This design comes from an exercise in tuning for small area on the open sky130 flow, not from production work.
The RTL was checked by simulation tests, not by an equivalence proof against the original design.
Power figures rest on the tool's default switching activity, not on a simulated workload.

==> inputs of run a <==
Design farm_top, start of the top module:
module farm_top(
	input clk,
	input rst_n,
	output [31:0] ins,
	output [31:0] ret_ad,
	output [31:0] mem_addr,
	output [31:0] mem_wdata,
	output mem_rd,
	output mem_wr,
	input  [31:0] mem_rdata);
Settings: LEC_CHECK=0, CAP_MARGIN=20, CORE_MARGIN=2, CORE_UTILIZATION=78, CTS_BUF_LIST=sky130_fd_sc_hd__clkbuf_16, CTS_CLUSTER_DIAMETER=60, CTS_CLUSTER_SIZE=30, GPL_ROUTABILITY_DRIVEN=1, PLACE_DENSITY=0.88, SLEW_MARGIN=20, SYNTH_HIERARCHICAL=1; clock period 10.0 ns.
standard.sh (not shown) runs the stock make flow with config.mk's settings and CLKGATE_MAP_FILE= SYNTH_SCRIPT=/design/flow/synth_recipe.tcl, a recipe that flattens the netlist after the stock synthesis.
==> flow/flow/run.sh <==
#!/bin/bash
set -euo pipefail
bash standard.sh synth > synth.log 2>&1
export BUFFER_PORTS_ARGS="-buffer_cell sky130_fd_sc_hd__buf_1"
bash standard.sh floorplan > floorplan.log 2>&1
bash standard.sh place > place.log 2>&1
bash standard.sh cts > cts.log 2>&1
bash standard.sh route > route.log 2>&1
bash standard.sh finish > finish.log 2>&1
==> run b (differences from run a) <==
- CORE_UTILIZATION: 78 -> 70
- PLACE_DENSITY: 0.88 -> 0.8
==> results.txt <==
item	run a	run b
Outcome	no timing/DRC/antenna violations	no timing/DRC/antenna violations
Well-tap cell count	622	696
Cell area after placement	39,410 um2	39,510 um2
Clock buffer count	51	52
Seq pwr	6.02 mW	5.92 mW
Switch Pwr	3.042 mW	2.888 mW
Non-Clock Buffer Area Fraction	0.02440	0.02433
Initial drt markers	7,572	5,254
Total wire length after detailed routing	123,300 um	118,800 um
Row cnt	81	85
Worst reg-to-reg setup slack	1.26 ns	1.15 ns
Reg2reg path depth	31	32
Number of placed instances, taps included	3,719	3,794
Met2 layer wire length in the routed design	52,060 um	51,780 um
P_leak	16.43 nW	16.49 nW
DRT met1 WL	44,720 um	45,380 um
Peak VDD IR	0.2186 mV	0.2244 mV
Pre-CTS setup slack	1.616 ns	1.583 ns
Final min period	9.142 ns	9.054 ns

* * *

==> job 6361 <==
Another version of the RTL of farm_top (not shown whole).
clock: 10.0 ns
lec_check: 0
cap_margin: 20
core_margin: 2
core_utilization: 78
cts_buf_list: sky130_fd_sc_hd__clkbuf_16
cts_cluster_diameter: 60
cts_cluster_size: 30
gpl_routability_driven: 1
place_density: 0.88
slew_margin: 20
synth_hierarchical: 1
Scripts as last shown in full above: flow/flow/run.sh
==> job 723 (differences from job 6361) <==
--- a/flow/design.v
+++ b/flow/design.v
@@ -230,31 +230,28 @@
 	genvar r;
 	for (r = 0; r < 31; r = r + 1) begin : c
 		assign col[r] = ring[r][g];
 	end
 	rf_rdbit u(.s(rsel), .d(col), .y(port[g]));
 end endgenerate
 wire bypass = pw & ~rnone & (rsl == wsl);
-wire act  = st_compute;
-wire pass = st_decode & ~bypass;
-wire hold = ~(act | pass);
-wire useI = is_I & act;
-wire useU = is_U & act;
-wire useZ = ((is_L | is_JR) & act) | hold;
+wire useI = is_I & ~st_decode;
+wire useU = is_U & ~st_decode;
+wire useZ = (is_L | is_JR) & ~st_decode;
 wire [31:0] immI = {{20{IR[31]}}, IR[31:20]};
 wire [31:0] immU = {IR[31:12], 12'd0};
 wire [31:0] B = useI ? immI : useU ? immU : useZ ? 32'd0 : port;
-wire c_sub = op_sub & act;
-wire c_ks  = ((op_add | op_sub) & act) | hold;
-wire c_kp  = (op_or | op_xor) & act;
-wire c_kg  = (op_or | op_and) & act;
-wire c_kb  = (op_lui & act) | pass;
+wire c_sub = op_sub & ~st_decode;
+wire c_ks  = (op_add | op_sub) & ~st_decode;
+wire c_kp  = (op_or | op_xor) & ~st_decode;
+wire c_kg  = (op_or | op_and) & ~st_decode;
+wire c_kb  = op_lui | st_decode;
 wire big   = |B[31:5];
-wire c_l   = op_sll & act & ~big;
-wire c_r   = op_srl & act & ~big;
+wire c_l   = op_sll & ~st_decode & ~big;
+wire c_r   = op_srl & ~st_decode & ~big;
 wire [31:0] sh;
 alu_shift ush(.x(H), .n(B[4:0]), .rev(op_sll), .left(c_l), .right(c_r), .y(sh));
 wire [31:0] alu_r;
 wire [31:0] ap, ag;
 wire [8:0]  cy4;
 wire [15:0] cmid;
 assign cy4[0] = c_sub;
@@ -266,15 +263,15 @@
 	           .r(alu_r[2*g+1:2*g]), .cout(cmid[g]),
 	           .p(ap[2*g+1:2*g]), .g(ag[2*g+1:2*g]));
 end
 for (g = 0; g < 8; g = g + 1) begin : cla
 	alu_cla4 u(.p(ap[4*g+3:4*g]), .g(ag[4*g+3:4*g]), .cin(cy4[g]), .cout(cy4[g+1]));
 end endgenerate
 always @(posedge clk)
-	H <= alu_r;
+	if ((st_decode & ~bypass) | st_compute) H <= alu_r;
 assign mem_wdata = port;
 assign mem_rd    = st_fetch | (st_mem & is_L);
 assign mem_wr    = st_mem & is_S;
 wire a_lo  = (mem_addr[31:16] == 16'd0);
 wire a_hi  = (|mem_addr[31:18]) | (&mem_addr[17:16]);
 wire mfc   = a_hi | (a_lo & mem_rd);
 wire stall = (st_fetch | (st_mem & (is_L | is_S))) & ~mfc;
- CORE_UTILIZATION: 78 -> 60
- CTS_BUF_LIST: sky130_fd_sc_hd__clkbuf_16 -> sky130_fd_sc_hd__clkbuf_8
- CTS_CLUSTER_DIAMETER: 60 -> 45
- CTS_CLUSTER_SIZE: 30 -> 18
- PLACE_DENSITY: 0.88 -> 0.7
==> job 7081 (differences from job 6361) <==
- CAP_MARGIN: 20 -> 10
- CORE_UTILIZATION: 78 -> 70
- GPL_TIMING_DRIVEN: not set -> 0
- PLACE_DENSITY: 0.88 -> 0.8
- SLEW_MARGIN: 20 -> 10
==> results.txt <==
| metric | job 723 | job 6361 | job 7081 |
|---|---|---|---|
| Sw Ratio | 32.92% | 31.31% | 30.45% |
| Row Count | 93 | 81 | 85 |
| Number of tap cells added at floorplan | 855 | 664 | 696 |
| Met2 wirelength from detailed routing | 56980 um | 54920 um | 54020 um |
| Part of the total power dissipated in combinational logic | 18.1% | 14.0% | 12.5% |
| Vias per cell | 6.762 | 7.714 | 7.290 |
| Slew at the pin closest to its max-slew limit | 1180 ps | 1205 ps | 1300 ps |
| Met3 usage in global routing | 7.815% | 15.81% | 11.33% |
| Synth-to-layout area growth | 10.39% | 7.792% | 10.91% |
| Buffers, non-clock | 226 | 223 | 311 |
| Clock latency of the later-clocked register in the worst-skew pair | 740 ps | 670 ps | 670 ps |
| Share of the final layout cell area in sequential cells | 54.28% | 55.46% | 53.89% |
| Count of non-CTS inverters in the layout | 52 | 53 | 53 |
| Global router's overall resource usage | 36.13% | 50.00% | 42.96% |
| Area taken by multi-input logic gates | 14870 um^2 | 14750 um^2 | 14740 um^2 |
| Logic depth of the worst register-to-register path | 32 | 30 | 32 |
| Worst stage delay on the critical path | 330 ps | 330 ps | 390 ps |
| Count of multi-input combinational gates | 1725 | 1726 | 1726 |
| Clock period minus worst slack | 9086 ps | 8958 ps | 9157 ps |
| Outcome | complete, no violations | complete, no violations | complete, no violations |

* * *

==> build 24: inputs <==
Starting RTL as in the previous note.
Settings: LEC_CHECK=0, CAP_MARGIN=20, CORE_MARGIN=2, CORE_UTILIZATION=70, CTS_BUF_LIST=sky130_fd_sc_hd__clkbuf_16, CTS_CLUSTER_DIAMETER=60, CTS_CLUSTER_SIZE=30, GPL_ROUTABILITY_DRIVEN=1, PLACE_DENSITY=0.8, SLEW_MARGIN=20, SYNTH_HIERARCHICAL=1; clock period 10.0 ns.
Scripts as last shown in full above: flow/flow/run.sh
==> inputs of trial 97, as changes to build 24 <==
--- a/flow/design.v
+++ b/flow/design.v
@@ -232,27 +232,24 @@
 		assign col[r] = ring[r][g];
 	end
 	rf_rdbit u(.s(rsel), .d(col), .y(port[g]));
 end endgenerate
 wire bypass = pw & ~rnone & (rsl == wsl);
-wire act  = st_compute;
-wire pass = st_decode & ~bypass;
-wire hold = ~(act | pass);
-wire useI = is_I & act;
-wire useU = is_U & act;
-wire useZ = ((is_L | is_JR) & act) | hold;
+wire useI = is_I & ~st_decode;
+wire useU = is_U & ~st_decode;
+wire useZ = (is_L | is_JR) & ~st_decode;
 wire [31:0] immI = {{20{IR[31]}}, IR[31:20]};
 wire [31:0] immU = {IR[31:12], 12'd0};
 wire [31:0] B = useI ? immI : useU ? immU : useZ ? 32'd0 : port;
-wire c_sub = op_sub & act;
-wire c_ks  = ((op_add | op_sub) & act) | hold;
-wire c_kp  = (op_or | op_xor) & act;
-wire c_kg  = (op_or | op_and) & act;
-wire c_kb  = (op_lui & act) | pass;
+wire c_sub = op_sub & ~st_decode;
+wire c_ks  = (op_add | op_sub) & ~st_decode;
+wire c_kp  = (op_or | op_xor) & ~st_decode;
+wire c_kg  = (op_or | op_and) & ~st_decode;
+wire c_kb  = op_lui | st_decode;
 wire big   = |B[31:5];
-wire c_l   = op_sll & act & ~big;
-wire c_r   = op_srl & act & ~big;
+wire c_l   = op_sll & ~st_decode & ~big;
+wire c_r   = op_srl & ~st_decode & ~big;
 wire [31:0] sh;
 alu_shift ush(.x(H), .n(B[4:0]), .rev(op_sll), .left(c_l), .right(c_r), .y(sh));
 wire [31:0] alu_r;
 wire [31:0] ap, ag;
 wire [8:0]  cy4;
@@ -268,11 +265,11 @@
 end
 for (g = 0; g < 8; g = g + 1) begin : cla
 	alu_cla4 u(.p(ap[4*g+3:4*g]), .g(ag[4*g+3:4*g]), .cin(cy4[g]), .cout(cy4[g+1]));
 end endgenerate
 always @(posedge clk)
-	H <= alu_r;
+	if ((st_decode & ~bypass) | st_compute) H <= alu_r;
 assign mem_wdata = port;
 assign mem_rd    = st_fetch | (st_mem & is_L);
 assign mem_wr    = st_mem & is_S;
 wire a_lo  = (mem_addr[31:16] == 16'd0);
 wire a_hi  = (|mem_addr[31:18]) | (&mem_addr[17:16]);
==> results.txt <==
- Build 24 ran to the end with no violations. Trial 97 completed with no timing, DRC or antenna violations.
- In trial 97 the register-to-register slack is lower than in build 24, by 0.16 ns.
- Of trial 97 and build 24, trial 97 has the higher power (gap about 5%, measured against build 24).
- Of build 24 and trial 97, trial 97 has the higher sequential share of layout area (gap 0.36 points).
- Core utilization: trial 97 is lower than build 24 (0.79 points).
- In build 24 the via count is larger than in trial 97, by 1.5%.
- Of trial 97 and build 24, build 24 has the higher clock skew (gap 0.0089 ns).
- Between trial 97 and build 24, the lower first-iteration DRC count is in trial 97 (gap 13%, measured against build 24).
==> figures <==
	build 24	trial 97
Status	no timing/DRC/antenna violations	no timing/DRC/antenna violations
Floorplan row count	85	86
Relative contribution of the clock network to total power	26.2%	24.2%
Detailed-routing wirelength on met1	46600 um	46400 um
GR met1 Demand/Resource	56.1%	54.2%
Routed length per placed instance	31.7 um	30.1 um
Number of fillers in the final layout	3412	3500
Worst-margin pin slew	1.22 ns	1.10 ns
Endpoint of the worst hold-timing path	ring[26][7]$_DFF_P_	ring[19][15]$_DFF_P_
Power dissipated in the clock network	2.59 mW	2.51 mW
DR iter-0 viols	5599	4852
Data buffer area share	2.68%	2.54%
First-pass GRT wire length	181000 um	174000 um
Maximum number of pins on one net before global-route repair	39	41
Initial core utilization	71.2%	70.7%
Power of the combinational group	1.46 mW	1.95 mW

[re-timing with driven ports]
How much do the figures lean on ideal ports? The routed layouts below were timed once more, with nothing changed but the port constraints. Step 1: set_driving_cell puts a clkbuf_16 on clk and a buf_2 on each other input, an assumption about the parent block. Step 2 times the ports against the registers' clock, not the clock port: input delays grow and output delays shrink by t, the midpoint of the rising clock arrivals with the driver on. Slacks: no drivers / after step 1 / after step 2; pairs: no drivers / after step 1.
run	t, ns	setup WS [ns]	pins driven straight from the clock port
run a	0.714	0.858 / 0.792 / 1.257	1
run b	0.712	0.946 / 0.880 / 1.153	1
job 6361	0.714	1.042 / 0.979 / 1.308	1
job 723	0.772	0.914 / 0.859 / 1.170	1
job 7081	0.717	0.843 / 0.776 / 1.001	1
build 24	0.712	1.027 / 0.962 / 1.333	1
trial 97	0.707	1.025 / 0.961 / 1.169	1
After both steps setup and hold are still met in every run listed.
